Source: an optimization exercise on an open RTL-to-GDS flow (aim: small area and a short achievable clock period). Production flows keep margins and buffers that such runs may drop.
Only simulation tests tie the RTL to the original design; equivalence was not proved.

## DOUBLY_PIPELINE
module DOUBLY_PIPELINE(clk,xi,yi,r,ang,xf,yf);
input signed [15:0] xi,yi;
input clk;
output signed [15:0] r,ang;
output signed [15:0] xf,yf;
reg signed [15:0] xr, yr;
reg signed [15:0] a2,a3,a4,a5,a6,a7,a8;
reg signed [15:0] b2,b3,b4,b5,b6,b7;
reg        t2;
reg [1:0]  t3;
reg [2:0]  t4;
reg [3:0]  t5;
reg [4:0]  t6;
reg [5:0]  t7;
reg [5:0]  t8;
reg signed [15:0] x2,x3,x4,x5,x6,x7,x8;
reg signed [15:0] y2,y3,y4,y5,y6,y7,y8;
reg signed [15:0] r_q, xf_q, yf_q;
reg [13:0] ang_q;
reg svn2, svn3, svn4, svn5, svn6;         
reg dxn1, dxn2, dxn3, dxn4, dxn5, dxn6;   
wire [15:0] sc_r, sc_x, sc_y;
scale16 u_sr(.v(a8), .q(sc_r));
scale16 u_sx(.v(x8), .q(sc_x));
scale16 u_sy(.v(y8), .q(sc_y));
wire signed [15:0] a1, b1;
wire c_a1, c_b1;
add_skl16 u_a1(.a(xr), .b(yr), .cin(1'b0), .s(a1), .cout(c_a1));
add_skl16 u_b1(.a(yr), .b(~xr), .cin(1'b1), .s(b1), .cout(c_b1));
wire signed [15:0] sh_a2 = b1 >>> 1;
wire [15:0] n_a2; wire co_a2;
add_skl16 u_a2(.a(a1), .b(sh_a2 ^ {16{b1[15]}}), .cin(b1[15]), .s(n_a2), .cout(co_a2));
wire signed [15:0] sh_b2 = a1 >>> 1;
wire [15:0] n_b2; wire co_b2;
add_skl16 u_b2(.a(b1), .b(sh_b2 ^ {16{~b1[15]}}), .cin(~b1[15]), .s(n_b2), .cout(co_b2));
wire signed [15:0] sh_x2 = b1 >>> 1;
wire [15:0] n_x2; wire co_x2;
add_skl16 u_x2(.a(a1), .b(sh_x2 ^ {16{~dxn1}}), .cin(~dxn1), .s(n_x2), .cout(co_x2));
wire signed [15:0] sh_y2 = a1 >>> 1;
wire [15:0] n_y2; wire co_y2;
add_skl16 u_y2(.a(b1), .b(sh_y2 ^ {16{~t3[0]}}), .cin(~t3[0]), .s(n_y2), .cout(co_y2));
wire signed [15:0] sh_a3 = b2 >>> 2;
wire [15:0] n_a3; wire co_a3;
add_skl10 u_a3(.a(a2), .b(sh_a3 ^ {16{b2[15]}}), .cin(b2[15]), .s(n_a3), .cout(co_a3));
wire signed [15:0] sh_b3 = a2 >>> 2;
wire [15:0] n_b3; wire co_b3;
add_skl10 u_b3(.a(b2), .b(sh_b3 ^ {16{svn2}}), .cin(svn2), .s(n_b3), .cout(co_b3));
wire signed [15:0] sh_a4 = b3 >>> 3;
wire [15:0] n_a4; wire co_a4;
add_skl10 u_a4(.a(a3), .b(sh_a4 ^ {16{b3[15]}}), .cin(b3[15]), .s(n_a4), .cout(co_a4));
wire signed [15:0] sh_b4 = a3 >>> 3;
wire [15:0] n_b4; wire co_b4;
add_skl10 u_b4(.a(b3), .b(sh_b4 ^ {16{svn3}}), .cin(svn3), .s(n_b4), .cout(co_b4));
wire signed [15:0] sh_a5 = b4 >>> 4;
wire [15:0] n_a5; wire co_a5;
add_skl10 u_a5(.a(a4), .b(sh_a5 ^ {16{b4[15]}}), .cin(b4[15]), .s(n_a5), .cout(co_a5));
wire signed [15:0] sh_b5 = a4 >>> 4;
wire [15:0] n_b5; wire co_b5;
  ...
For scale: ~3,600 cells after synthesis, roughly 560 flip-flops, about 39,000 µm² of cells after synthesis.
==> flow/config.mk <==
export PLATFORM = sky130hd
export DESIGN_NAME = DOUBLY_PIPELINE
export DESIGN_NICKNAME = DOUBLY_PIPELINE
export VERILOG_FILES = /design/flow/design.v
export SDC_FILE = /design/flow/constraint.sdc
export NUM_CORES = 4
export LEC_CHECK = 0
export CAP_MARGIN = 20
export CORE_MARGIN = 2
export CORE_UTILIZATION = 40
export CTS_CLUSTER_DIAMETER = 150
export CTS_CLUSTER_SIZE = 20
export SLEW_MARGIN = 20
==> flow/constraint.sdc <==
create_clock -name core_clock -period 22.0 [get_ports {clk}]
set_input_delay 4.4000 -clock core_clock [delete_from_list [all_inputs] [get_ports {clk}]]
set_output_delay 4.4000 -clock core_clock [all_outputs]
set_load 0.01 [all_outputs]
standard.sh (not shown) runs the stock make flow with config.mk's settings and CLKGATE_MAP_FILE= SYNTH_SCRIPT=/design/flow/synth_recipe.tcl, a recipe that flattens the netlist after the stock synthesis.
==> flow/flow/run.sh <==
#!/bin/bash
set -euo pipefail
export BUFFER_PORTS_ARGS="-buffer_cell sky130_fd_sc_hd__buf_2"
bash standard.sh > standard_flow.log 2>&1
The starting point completed with no timing, DRC or antenna violations.
Rerun with:
--- a/flow/config.mk
+++ b/flow/config.mk
@@ -10,4 +10,4 @@
 export CORE_UTILIZATION = 40
 export CTS_CLUSTER_DIAMETER = 150
-export CTS_CLUSTER_SIZE = 20
+export CTS_CLUSTER_SIZE = 30
 export SLEW_MARGIN = 20
The changed run produced a clean layout.
Register-to-register slack gets worse by 0.03 ns.
Final cell count stays flat.
Via count hardly moves.
Wire length stays flat.
Rerun with:
--- a/flow/config.mk
+++ b/flow/config.mk
@@ -9,5 +9,5 @@
 export CORE_MARGIN = 2
 export CORE_UTILIZATION = 40
-export CTS_CLUSTER_DIAMETER = 150
-export CTS_CLUSTER_SIZE = 30
+export CTS_CLUSTER_DIAMETER = 200
+export CTS_CLUSTER_SIZE = 25
 export SLEW_MARGIN = 20
After rerunning: The changed run passed the timing, design-rule and antenna checks. Via count is about the same. Wire length stays flat. Clock-buffer cell count goes up by 2. Critical path depth is unchanged.

P:
DOUBLY_PIPELINE, a different RTL version from the one above (not shown whole).
For scale: about 97 I/O pins, ~0.038 mm² of cells after synthesis.
make LEC_CHECK=0 CAP_MARGIN=20 CORE_MARGIN=2 CORE_UTILIZATION=40 CTS_BUF_LIST=sky130_fd_sc_hd__clkbuf_8 SLEW_MARGIN=20 finish   # period 22.0 ns
run.sh (not shown) runs the stock make flow with config.mk's settings and CLKGATE_MAP_FILE= SYNTH_SCRIPT=/design/flow/synth_recipe.tcl, a recipe that flattens the netlist after the stock synthesis.
Stock flow here: none of the scripts above is used.
The final layout from P, which completed every stage, passed the timing, design-rule and antenna checks at the end of the flow.
> inputs changed (P -> Q)
- CTS_CLUSTER_DIAMETER: unset -> 150
- CTS_BUF_LIST: sky130_fd_sc_hd__clkbuf_8 -> unset
- CTS_CLUSTER_SIZE: unset -> 20
==> comparison <==
When the final numbers for P and Q were put side by side, the growth of design area from synthesis to finish turned out to be smaller in Q. Comparing the two runs side by side, Q comes out ahead of P on smallest setup slack after layout. Q: done, clean on timing, DRC and antenna. Looking at overall global routing resource usage, Q sits 0.45 points below P. Delta (Q minus P): met1 track demand over resource in global routing neither gained nor lost much, worst hold slack now larger, met2 track utilization from global routing now sits at about the same level. Filler cell count in the final layout delta for Q relative to P: 0.81% higher.
Modified inputs, R compared to Q
- a deleted CTS_CLUSTER_SIZE that had been 20
- a deleted CTS_CLUSTER_DIAMETER that had been 150
## What came out
The global-route usage reported for R is greater than that of Q by 0.45 points.
Per the comparison of R with Q, number of cells on the worst reg-to-reg path comparable, share of final layout cell area taken by non-clock buffers level.
In the reports for R and Q, the larger area of all placed cells without fillers belongs to R.
On wire length of the first global-routing pass, R does worse than Q.
Inputs modified between R and S:
- CTS_CLUSTER_SIZE now 30, previously not set
- CTS_BUF_LIST now sky130_fd_sc_hd__clkbuf_8, previously not set
### Flow results
- R completed every stage of the flow, and the final layout passed the timing, design-rule and antenna checks.
- S reached the final stage; the timing, design-rule and antenna checks on its layout passed.
- R → S: global-route usage ~0 delta; maximum frequency now smaller; largest incremental delay on the critical path stayed essentially flat.
Changes in T relative to S:
- CTS_CLUSTER_SIZE changed from 30 to 40
- CTS_BUF_LIST removed (was sky130_fd_sc_hd__clkbuf_8)
Results
On post-detailed-placement cell area, S tracks T almost exactly.
Min maximum clock skew at final layout across S and T: T
Proportion of cell area occupied by multi-input gates is higher on S
Per the comparison of T with S, total detailed-routing wirelength neither gained nor lost much; critical path's largest stage delay level.
T ended up with a lower fraction of the cycle the final worst path needs than S did.
Going from S to T, fraction of standard cell area that is sequential was more or less identical, global-route track usage on met2 was more or less identical.

== oak ==
DOUBLY_PIPELINE with an RTL version that a note above also has.
Size in the first run: ~97 I/O pins, roughly 0.039 mm2 of cells after synthesis.
==> flow/design.v (excerpt) <==
module DOUBLY_PIPELINE(clk,xi,yi,r,ang,xf,yf);
input signed [15:0] xi,yi;
input clk;
output signed [15:0] r,ang;
output signed [15:0] xf,yf;
reg signed [15:0] xr, yr;
reg signed [15:0] a2,a3,a4,a5,a6,a7,a8;
reg signed [15:0] b2,b3,b4,b5,b6,b7;
reg        t2;
reg [1:0]  t3;
reg [2:0]  t4;
reg [3:0]  t5;
reg [4:0]  t6;
reg [5:0]  t7;
reg [5:0]  t8;
reg signed [15:0] x2,x3,x4,x5,x6,x7,x8;
reg signed [15:0] y2,y3,y4,y5,y6,y7,y8;
reg signed [15:0] r_q, xf_q, yf_q;
reg [13:0] ang_q;
reg svn2, svn3, svn4, svn5, svn6;         
reg dxn1, dxn2, dxn3, dxn4, dxn5, dxn6;   
wire [15:0] sc_r, sc_x, sc_y;
scale16 u_sr(.v(a8), .q(sc_r));
scale16 u_sx(.v(x8), .q(sc_x));
scale16 u_sy(.v(y8), .q(sc_y));
wire signed [15:0] a1, b1;
wire c_a1, c_b1;
add_skl16 u_a1(.a(xr), .b(yr), .cin(1'b0), .s(a1), .cout(c_a1));
add_skl16 u_b1(.a(yr), .b(~xr), .cin(1'b1), .s(b1), .cout(c_b1));
wire signed [15:0] sh_a2 = b1 >>> 1;
wire [15:0] n_a2; wire co_a2;
add_skl16 u_a2(.a(a1), .b(sh_a2 ^ {16{b1[15]}}), .cin(b1[15]), .s(n_a2), .cout(co_a2));
wire signed [15:0] sh_b2 = a1 >>> 1;
wire [15:0] n_b2; wire co_b2;
add_skl16 u_b2(.a(b1), .b(sh_b2 ^ {16{~b1[15]}}), .cin(~b1[15]), .s(n_b2), .cout(co_b2));
wire signed [15:0] sh_x2 = b1 >>> 1;
wire [15:0] n_x2; wire co_x2;
  ...
make LEC_CHECK=0 CAP_MARGIN=20 CORE_MARGIN=2 CORE_UTILIZATION=40 CTS_CLUSTER_DIAMETER=200 CTS_CLUSTER_SIZE=25 SLEW_MARGIN=20 finish   # period 22.0 ns
oak | status: complete | timing, DRC, antenna: pass
Input-level comparison between pine and oak:
Settings: CORE_UTILIZATION now 65, was 40; PLACE_DENSITY now 0.75, previously not set.
==> flow/flow/run.sh (new file) <==
#!/bin/bash
set -euo pipefail
export BUFFER_PORTS_ARGS="-buffer_cell sky130_fd_sc_hd__buf_2"
bash standard.sh > standard_flow.log 2>&1
==> flow/standard.sh (new file) <==
#!/bin/bash
# synth_recipe.tcl (not shown) runs the flow's synth.tcl, then flattens the netlist and writes it again
# the make line also repeats each setting of config.mk as NAME=value (left out here)
make -C /OpenROAD-flow-scripts/flow DESIGN_CONFIG=/design/flow/config.mk WORK_HOME=/design/flow/orfs CLKGATE_MAP_FILE= SYNTH_SCRIPT=/design/flow/synth_recipe.tcl "${@:-finish}"
removed: flow/run.sh
[summary]
- pine vs. oak: length of routed met2 wiring grew by 13%.
- Total global routing overflow came out exactly the same in pine and oak.
- Comparing the two runs side by side, pine comes out behind oak on worst hold margin.

[what the ideal ports hide]
The flow's constraints put no driver on any port. The routed layouts listed below were extracted and timed again, unchanged, in two steps. Step 1 assumes that a clkbuf_16 drives the clock port and a buf_2 every other input. Step 2 times the ports against the registers' clock, not the clock port: input delays grow and output delays shrink by t, the midpoint of the rising clock arrivals with the driver on. Slacks: no drivers / after step 1 / after step 2; pairs: no drivers / after step 1.
| run | shift t [ns] | setup slack, ns | clock arrival spread, ns | worst register clock-pin slew, ns | worst slew at a driven data input, ns |
|---|---|---|---|---|---|
| the first run of note 1 | 0.667 | 16.416 / 16.416 / 16.416 | 0.026 / 0.026 | 0.09 / 0.09 | 0.04 |
| the second run of note 1 | 0.653 | 16.390 / 16.390 / 16.390 | 0.032 / 0.033 | 0.12 / 0.12 | 0.04 |
| the third run of note 1 | 0.655 | 16.404 / 16.404 / 16.404 | 0.022 / 0.023 | 0.11 / 0.11 | 0.04 |
| P | 0.750 | 16.045 / 15.984 / 16.311 | 0.048 / 0.048 | 0.07 / 0.07 | 0.04 |
| Q | 0.667 | 16.125 / 16.065 / 16.270 | 0.019 / 0.019 | 0.09 / 0.09 | 0.04 |
| R | 0.665 | 16.144 / 16.081 / 16.244 | 0.015 / 0.015 | 0.06 / 0.06 | 0.04 |
| S | 0.750 | 16.045 / 15.984 / 16.311 | 0.048 / 0.048 | 0.07 / 0.07 | 0.04 |
| T | 0.663 | 16.144 / 16.081 / 16.242 | 0.018 / 0.018 | 0.06 / 0.06 | 0.04 |
| oak | 0.657 | 16.128 / 16.068 / 16.435 | 0.039 / 0.039 | 0.12 / 0.12 | 0.05 |
| pine | 0.654 | 16.293 / 16.293 / 16.293 | 0.027 / 0.026 | 0.11 / 0.11 | 0.05 |
After both steps setup and hold are still met in every run listed.
